This is an optimization exercise on Yosys and OpenROAD, whose aim is small area and a short achievable clock period, not a production implementation. Where RTL was checked, it was by simulation tests only, not by an equivalence proof against the original.

## fir_gen
module fir_gen (
  input clk, input reset, input Load_x,
  input signed [8:0] x_in, input signed [8:0] c_in,
  output signed [10:0] y_out);
Size in the first run: about 3900 cells after synthesis, about 750 flip-flops, ~32 I/O pins.
Settings: LEC_CHECK=0, CAP_MARGIN=20, CORE_MARGIN=2, CORE_UTILIZATION=55, SETUP_SLACK_MARGIN=2.9, SLEW_MARGIN=20, SYNTH_HIERARCHICAL=1, SYNTH_MINIMUM_KEEP_SIZE=0; clock period 6.0 ns.
run.sh (not shown) runs the stock make flow with config.mk's settings and CLKGATE_MAP_FILE= SYNTH_SCRIPT=/design/flow/synth_recipe.tcl, a recipe that flattens the netlist after the stock synthesis.
Then changed:
Settings changed: CORE_UTILIZATION 55 to 68, PLACE_DENSITY from default to 0.75, SETUP_SLACK_MARGIN 2.9 to 3.0.
Hold slack hardly moves.
Critical path depth rises by 1.
Area after synthesis is unchanged.
Wire length came out lower slightly.
Then changed:
Settings changed: CORE_UTILIZATION 68 to 55, PLACE_DENSITY 0.75 to default, SETUP_SLACK_MARGIN 3.0 to 3.2.
Effect: The changed run passed the timing, DRC and antenna checks; wire length climbs by 6.8%; cell area increases by 4.9%; worst setup slack got worse by 0.0032 ns; synthesized area does not change.
Then changed:
Settings changed: CORE_UTILIZATION 55 to 68, SETUP_SLACK_MARGIN 3.2 to 3.0.
Outcome: Final area fell by 4.9%; non-clock buffer count fell by 53; wire length fell by 6.9%; setup slack degrades by 0.011 ns; maximum frequency fell by 0.36%.

== run A ==
fir_gen, a different RTL version from the one above (not shown whole).
Size in the first run: about 3,900 cells after synthesis, roughly 760 flip-flops, roughly 0.047 sq mm of cells after synthesis.
Settings: LEC_CHECK=0, CAP_MARGIN=20, CORE_MARGIN=2, CORE_UTILIZATION=76, SETUP_SLACK_MARGIN=3.0, SLEW_MARGIN=20, SYNTH_HIERARCHICAL=1, SYNTH_MINIMUM_KEEP_SIZE=0; clock period 6.0 ns.
### run A -> run B
# run A
export LEC_CHECK = 0
export CAP_MARGIN = 20
export CORE_MARGIN = 2
export CORE_UTILIZATION = 76
export SETUP_SLACK_MARGIN = 3.0
export SLEW_MARGIN = 20
export SYNTH_HIERARCHICAL = 1
export SYNTH_MINIMUM_KEEP_SIZE = 0
create_clock -name core_clock -period 6.0 [get_ports {clk}]
# run B
export LEC_CHECK = 0
export CAP_MARGIN = 20
export CORE_MARGIN = 2
export CORE_UTILIZATION = 55
export SETUP_SLACK_MARGIN = 2.9
export SLEW_MARGIN = 20
export SYNTH_HIERARCHICAL = 1
export SYNTH_MINIMUM_KEEP_SIZE = 0
create_clock -name core_clock -period 6.0 [get_ports {clk}]
## What came out
- Wire length on met1 (higher): run B
- Looking at the reports, run B completed the entire flow and the layout it produced met the timing, DRC and antenna checks.
- Compared with run A, in run B worst setup margin fell 68 ps, via count of the first global-routing pass fell about 4.7%, post-route fraction of the period consumed by the critical path rose 1.1 points.
Here is what was changed in the inputs of run C compared with run B.
# run B
export LEC_CHECK = 0
export CAP_MARGIN = 20
export CORE_MARGIN = 2
export CORE_UTILIZATION = 55
export SETUP_SLACK_MARGIN = 2.9
export SLEW_MARGIN = 20
export SYNTH_HIERARCHICAL = 1
export SYNTH_MINIMUM_KEEP_SIZE = 0
create_clock -name core_clock -period 6.0 [get_ports {clk}]
# run C
export LEC_CHECK = 0
export CAP_MARGIN = 20
export CORE_MARGIN = 2
export CORE_UTILIZATION = 68
export SETUP_SLACK_MARGIN = 3.0
export SLEW_MARGIN = 20
export SYNTH_HIERARCHICAL = 1
export SYNTH_MINIMUM_KEEP_SIZE = 0
create_clock -name core_clock -period 6.0 [get_ports {clk}]
Findings:
- Via count of the first global-routing pass ends up higher on run C.
- Non-filler instance count after layout: higher on run B
- Against run B, upper clock frequency limit in run C rose by a few percent.

## onyx
fir_gen, a different RTL version from the one above (not shown whole).
For scale: about 3600 cells after synthesis, roughly 730 flip-flops, ~45000 um^2 of cells after synthesis.
clock: 6.0 ns
lec_check: 0
cap_margin: 20
core_margin: 2
core_utilization: 60
setup_slack_margin: 3.1
slew_margin: 20
synth_hierarchical: 1
synth_minimum_keep_size: 0
### onyx -> ember
# onyx
export LEC_CHECK = 0
export CAP_MARGIN = 20
export CORE_MARGIN = 2
export CORE_UTILIZATION = 60
export SETUP_SLACK_MARGIN = 3.1
export SLEW_MARGIN = 20
export SYNTH_HIERARCHICAL = 1
export SYNTH_MINIMUM_KEEP_SIZE = 0
create_clock -name core_clock -period 6.0 [get_ports {clk}]
# ember
export LEC_CHECK = 0
export CAP_MARGIN = 20
export CORE_MARGIN = 2
export CORE_UTILIZATION = 55
export SETUP_SLACK_MARGIN = 2.8
export SLEW_MARGIN = 20
export SYNTH_HIERARCHICAL = 1
export SYNTH_MINIMUM_KEEP_SIZE = 0
create_clock -name core_clock -period 6.0 [get_ports {clk}]
[summary]
- Looking at onyx and ember, the endpoint required time on the critical path is a wash.
- For the wire length, ember came in 0.78% lower than onyx did.
- Compared with onyx, in ember fraction of the mapped netlist area in adder cells essentially unchanged; die area increased 9.0%.
- Core utilization: ember lower than onyx
- ember vs onyx: cell depth of the worst flop-to-flop path down in ember
- As far as clock network latency to the later pin of the worst-skew pair is concerned, ember and onyx perform about the same.
- ember has less setup slack than onyx.
- For multiplexer area fraction after synthesis, onyx and ember come out practically identical.
Function was not checked in any run of this note: the RTL went through the layout flow alone.

port drivers added, routing unchanged:
Ports are ideal in the flow. The routed layouts listed here were re-timed in OpenROAD.
Step 1 sets driving cells, clkbuf_16 on the clock port and buf_2 on the other inputs (assumed; they add their load-dependent delay and slew).
Step 2, shift: input delay + t, output delay - t, t = (earliest + latest rising clock arrival at the registers) / 2. This alone moves slack from input paths to output paths.
Slacks: ideal / step 1 / step 2; pairs: ideal / step 1.
| run | shift t [ns] | setup slack, ns | worst setup path after step 2 | clock arrival spread, ns | worst slew at a driven data input, ns |
|---|---|---|---|---|---|
| the first run of note 1 | 0.705 | 2.893 / 2.893 / 2.274 | input to register | 0.038 / 0.038 | 0.11 |
| the second run of note 1 | 0.704 | 2.991 / 2.991 / 2.374 | input to register | 0.044 / 0.043 | 0.10 |
| the third run of note 1 | 0.700 | 2.988 / 2.988 / 2.556 | input to register | 0.036 / 0.036 | 0.10 |
| the fourth run of note 1 | 0.701 | 2.977 / 2.977 / 2.392 | input to register | 0.039 / 0.039 | 0.11 |
| run A | 0.699 | 2.959 / 2.959 / 2.437 | input to register | 0.027 / 0.027 | 0.08 |
| run B | 0.716 | 2.891 / 2.891 / 2.314 | input to register | 0.031 / 0.030 | 0.08 |
| run C | 0.688 | 2.989 / 2.989 / 2.426 | input to register | 0.035 / 0.035 | 0.08 |
| onyx | 0.699 | 2.628 / 2.645 / 1.946 | input to register | 0.033 / 0.033 | 0.16 |
| ember | 0.693 | 2.618 / 2.628 / 1.936 | input to register | 0.025 / 0.025 | 0.09 |
After both steps every run listed still meets setup and hold.
